Background: an optimization exercise with open tools, aiming at small area and a short achievable clock period. Do not read the settings as production practice.
In this exercise RTL edits were held to simulation tests only and were not proved equivalent to the original.
The flow treats the clock pin as an ideal source. Dropping or thinning the clock tree relies on that and would not hold on a real chip.
No activity file was given, so power comes from the tool's default toggle rates.

Design Base_Router, start of the top module:
module Base_Router(  clk, reset,
							eastReqUpStr,  eastGntUpStr,  eastUpStrFull,  eastPacketIn,
							eastReqDnStr,  eastGntDnStr,  eastDnStrFull,  eastPacketOut,
							northReqUpStr, northGntUpStr, northUpStrFull, northPacketIn,
							northReqDnStr, northGntDnStr, northDnStrFull, northPacketOut,
							westReqUpStr,  westGntUpStr , westUpStrFull,  westPacketIn,
							westReqDnStr,  westGntDnStr,  westDnStrFull,  westPacketOut,
							southReqUpStr, southGntUpStr, southUpStrFull, southPacketIn,
							southReqDnStr, southGntDnStr, southDnStrFull, southPacketOut,
							localReqUpStr, localGntUpStr, localUpStrFull, localPacketIn,
							localReqDnStr, localGntDnStr, localDnStrFull, localPacketOut);
export LEC_CHECK = 0
export CAP_MARGIN = 50
export CORE_MARGIN = 2
export CORE_UTILIZATION = 65
export PLACE_DENSITY = 0.85
export SETUP_SLACK_MARGIN = 2.8
export SLEW_MARGIN = 50
export TNS_END_PERCENT = 100
create_clock -name core_clock -period 5.0 [get_ports {clk}]
standard.sh (not shown) runs the stock make flow with config.mk's settings and CLKGATE_MAP_FILE= SYNTH_SCRIPT=/design/flow/synth_recipe.tcl, a recipe that flattens the netlist after the stock synthesis.
==> flow/flow/run.sh <==
#!/bin/bash
# Own layout flow: the standard ORFS flow (standard.sh), with
#  - output flip-flops (and the gates driving their D pins) placed in the rows
#    next to their output ports before global placement and held there while
#    the rest is placed (place_out_cells.tcl, unfix_out_cells.tcl), so the
#    clock-to-output paths are short;
#  - a balanced clock tree of inverters (clock_tree.tcl, via cts_hook.tcl) in
#    place of TritonCTS, for a shorter clock insertion delay;
#  - port buffers of a fixed type, free resizing, and timing repair by resizing
#    and buffering only (no gate cloning or load splitting).
# Each stage's full output goes to log_<stage>.txt in the work folder.
set -uo pipefail
W=$(pwd)
F=$W/flow
ARGS=(
  "PRE_GLOBAL_PLACE_TCL=$F/place_out_cells.tcl"
  "POST_GLOBAL_PLACE_TCL=$F/unfix_out_cells.tcl"
  "PRE_CTS_TCL=$F/cts_hook.tcl"
  "BUFFER_PORTS_ARGS=-buffer_cell sky130_fd_sc_hd__buf_2"
  "MATCH_CELL_FOOTPRINT=0"
  "SETUP_MOVE_SEQUENCE=unbuffer,sizeup,swap,buffer"
)
for stage in synth floorplan place cts route finish; do
  echo "=== $stage $(date)"
  if ! bash standard.sh "${ARGS[@]}" $stage > "$W/log_$stage.txt" 2>&1; then
    echo "stage $stage failed"; tail -30 "$W/log_$stage.txt"; exit 1
  fi
done
ls -la out/
==> flow/flow/clock_tree.tcl <==
# Clock tree of inverters, built level by level from the flip-flops up by
# recursive bisection (compact groups of equal size), with an even number of
# inverting levels so every flip-flop sees the rising clock edge. Replaces
# TritonCTS in the cts step (see cts_hook.tcl).
namespace eval ctree {
  # per level, from the leaves up: {master max_fanout}
  variable levels {
    {sky130_fd_sc_hd__inv_12 20}
    {sky130_fd_sc_hd__inv_12  6}
    {sky130_fd_sc_hd__inv_16  5}
    {sky130_fd_sc_hd__inv_16 12}
  }
  variable prefix ctree
  variable use_bbox 1
}

proc ctree::bisect {items maxn} {
  if {[llength $items] <= $maxn} { return [list $items] }
  set xs [lmap it $items {lindex $it 0}]
  set ys [lmap it $items {lindex $it 1}]
  set dx [expr {[tcl::mathfunc::max {*}$xs] - [tcl::mathfunc::min {*}$xs]}]
  set dy [expr {[tcl::mathfunc::max {*}$ys] - [tcl::mathfunc::min {*}$ys]}]
  set idx [expr {$dx >= $dy ? 0 : 1}]
  set sorted [lsort -integer -index $idx $items]
  set n [llength $sorted]
  set groups [expr {($n + $maxn - 1) / $maxn}]
  set left [expr {int(round(double($n) * ($groups / 2) / $groups))}]
  if {$left < 1} { set left 1 }
  return [concat [ctree::bisect [lrange $sorted 0 [expr {$left - 1}]] $maxn] \
                 [ctree::bisect [lrange $sorted $left end] $maxn]]
}

proc ctree::bboxcenter {grp} {
  set xs [lmap it $grp {lindex $it 0}]
  set ys [lmap it $grp {lindex $it 1}]
  return [list [expr {([tcl::mathfunc::min {*}$xs] + [tcl::mathfunc::max {*}$xs]) / 2}] \
               [expr {([tcl::mathfunc::min {*}$ys] + [tcl::mathfunc::max {*}$ys]) / 2}]]
}

proc ctree::centroid {grp} {
  set sx 0; set sy 0
  foreach it $grp { set sx [expr {$sx + [lindex $it 0]}]; set sy [expr {$sy + [lindex $it 1]}] }
  set n [llength $grp]
  return [list [expr {$sx / $n}] [expr {$sy / $n}]]
}

proc ctree::make_inv {block master name x y} {
  set inst [odb::dbInst_create $block $master $name]
  set w [$master getWidth]; set h [$master getHeight]
  $inst setLocation [expr {int($x - $w / 2)}] [expr {int($y - $h / 2)}]
  $inst setPlacementStatus PLACED
  set net [odb::dbNet_create $block "${name}_n"]
  $net setSigType CLOCK
  set out ""; set in ""
  foreach it [$inst getITerms] {
    if {[$it isOutputSignal]} { set out $it } elseif {[$it isInputSignal]} { set in $it }
  }
  $out connect $net
  return [list $inst $net $in]
}

proc ctree::build {clkname} {
  variable levels; variable prefix
  set db [ord::get_db]
  set block [ord::get_db_block]
  set clk [$block findNet $clkname]
  $clk setSigType CLOCK
  set items {}
  foreach it [$clk getITerms] {
    set bb [[$it getInst] getBBox]
    lappend items [list [expr {([$bb xMin] + [$bb xMax]) / 2}] [expr {([$bb yMin] + [$bb yMax]) / 2}] $it]
  }
  set nsinks [llength $items]
  foreach it $items { [lindex $it 2] disconnect }
  set lv 0
  set counts {}
  while {1} {
    if {$lv < [llength $levels]} { lassign [lindex $levels $lv] mname fo } else { lassign [lindex $levels end] mname fo }
    set master [$db findMaster $mname]
    set remaining_odd [expr {$lv % 2}]
    # the last level has a single inverter; stop when one group is left and the
    # number of levels built so far makes the polarity right
    set groups [ctree::bisect $items $fo]
    set next {}
    set k 0
    foreach grp $groups {
      if {$lv == 0 || !$ctree::use_bbox} { lassign [ctree::centroid $grp] cx cy } else { lassign [ctree::bboxcenter $grp] cx cy }
      lassign [ctree::make_inv $block $master "${prefix}_${lv}_${k}" $cx $cy] inst net in
      foreach s $grp { [lindex $s 2] connect $net }
      lappend next [list $cx $cy $in]
      incr k
    }
    lappend counts $k
    incr lv
    set items $next
    if {[llength $items] == 1 && $lv % 2 == 0} break
  }
  [lindex $items 0 2] connect $clk
  puts "ctree: $nsinks sinks, $lv inverter levels, inverters per level (leaf first): $counts"
}
Other scripts of this flow, unchanged in this note and not shown: flow/flow/cts_hook.tcl, flow/flow/place_out_cells.tcl, flow/flow/unfix_out_cells.tcl
The first run went through all stages and came out clean.
Then changed:
--- a/flow/flow/clock_tree.tcl
+++ b/flow/flow/clock_tree.tcl
@@ -8,2 +8,2 @@
-    {sky130_fd_sc_hd__inv_12 20}
-    {sky130_fd_sc_hd__inv_12  6}
+    {sky130_fd_sc_hd__inv_8  16}
+    {sky130_fd_sc_hd__inv_12  8}
- PLACE_DENSITY: 0.85 -> not set
The changed run completed with no timing, DRC or antenna violations. Worst hold slack degrades by 11 ps. Combinational power falls by about 2%. Worst setup slack improves by 15 ps. Cell count is about the same. Maximum frequency rises by 0.67%. Sequential power barely changes. Wire length falls by about 3%. Flip-flop and latch count is unchanged.
No run of this note takes its clock network from TritonCTS; it comes from the design's own scripts or RTL.

separate check: timing with driven ports:
The results above use ideal ports. As a check the final layouts listed here were re-extracted and re-timed, cells and wires unchanged. Step 1 sets driving cells, clkbuf_16 on the clock port and buf_2 on the other inputs (assumed; they add their load-dependent delay and slew). Step 2 times the ports against the registers' clock, not the clock port: input delays grow and output delays shrink by t, the midpoint of the rising clock arrivals with the driver on. a / b / c = ideal / step 1 / step 2; a / b = the first two.
| run | shift t [ns] | slack for setup (ns) | worst setup path after step 2 | clock arrival spread, ns | cell pins on the clock port's net |
|---|---|---|---|---|---|
| the first run | 0.770 | 2.717 / 2.623 / 2.330 | input to register | 0.077 / 0.077 | 1 |
| the second run | 0.753 | 2.733 / 2.660 / 2.454 | input to register | 0.094 / 0.094 | 1 |
After both steps setup and hold are still met in every run listed. For the first run, which loses most, drivers alone change the setup slack by -0.094 ns; drivers and shift together by -0.387 ns.
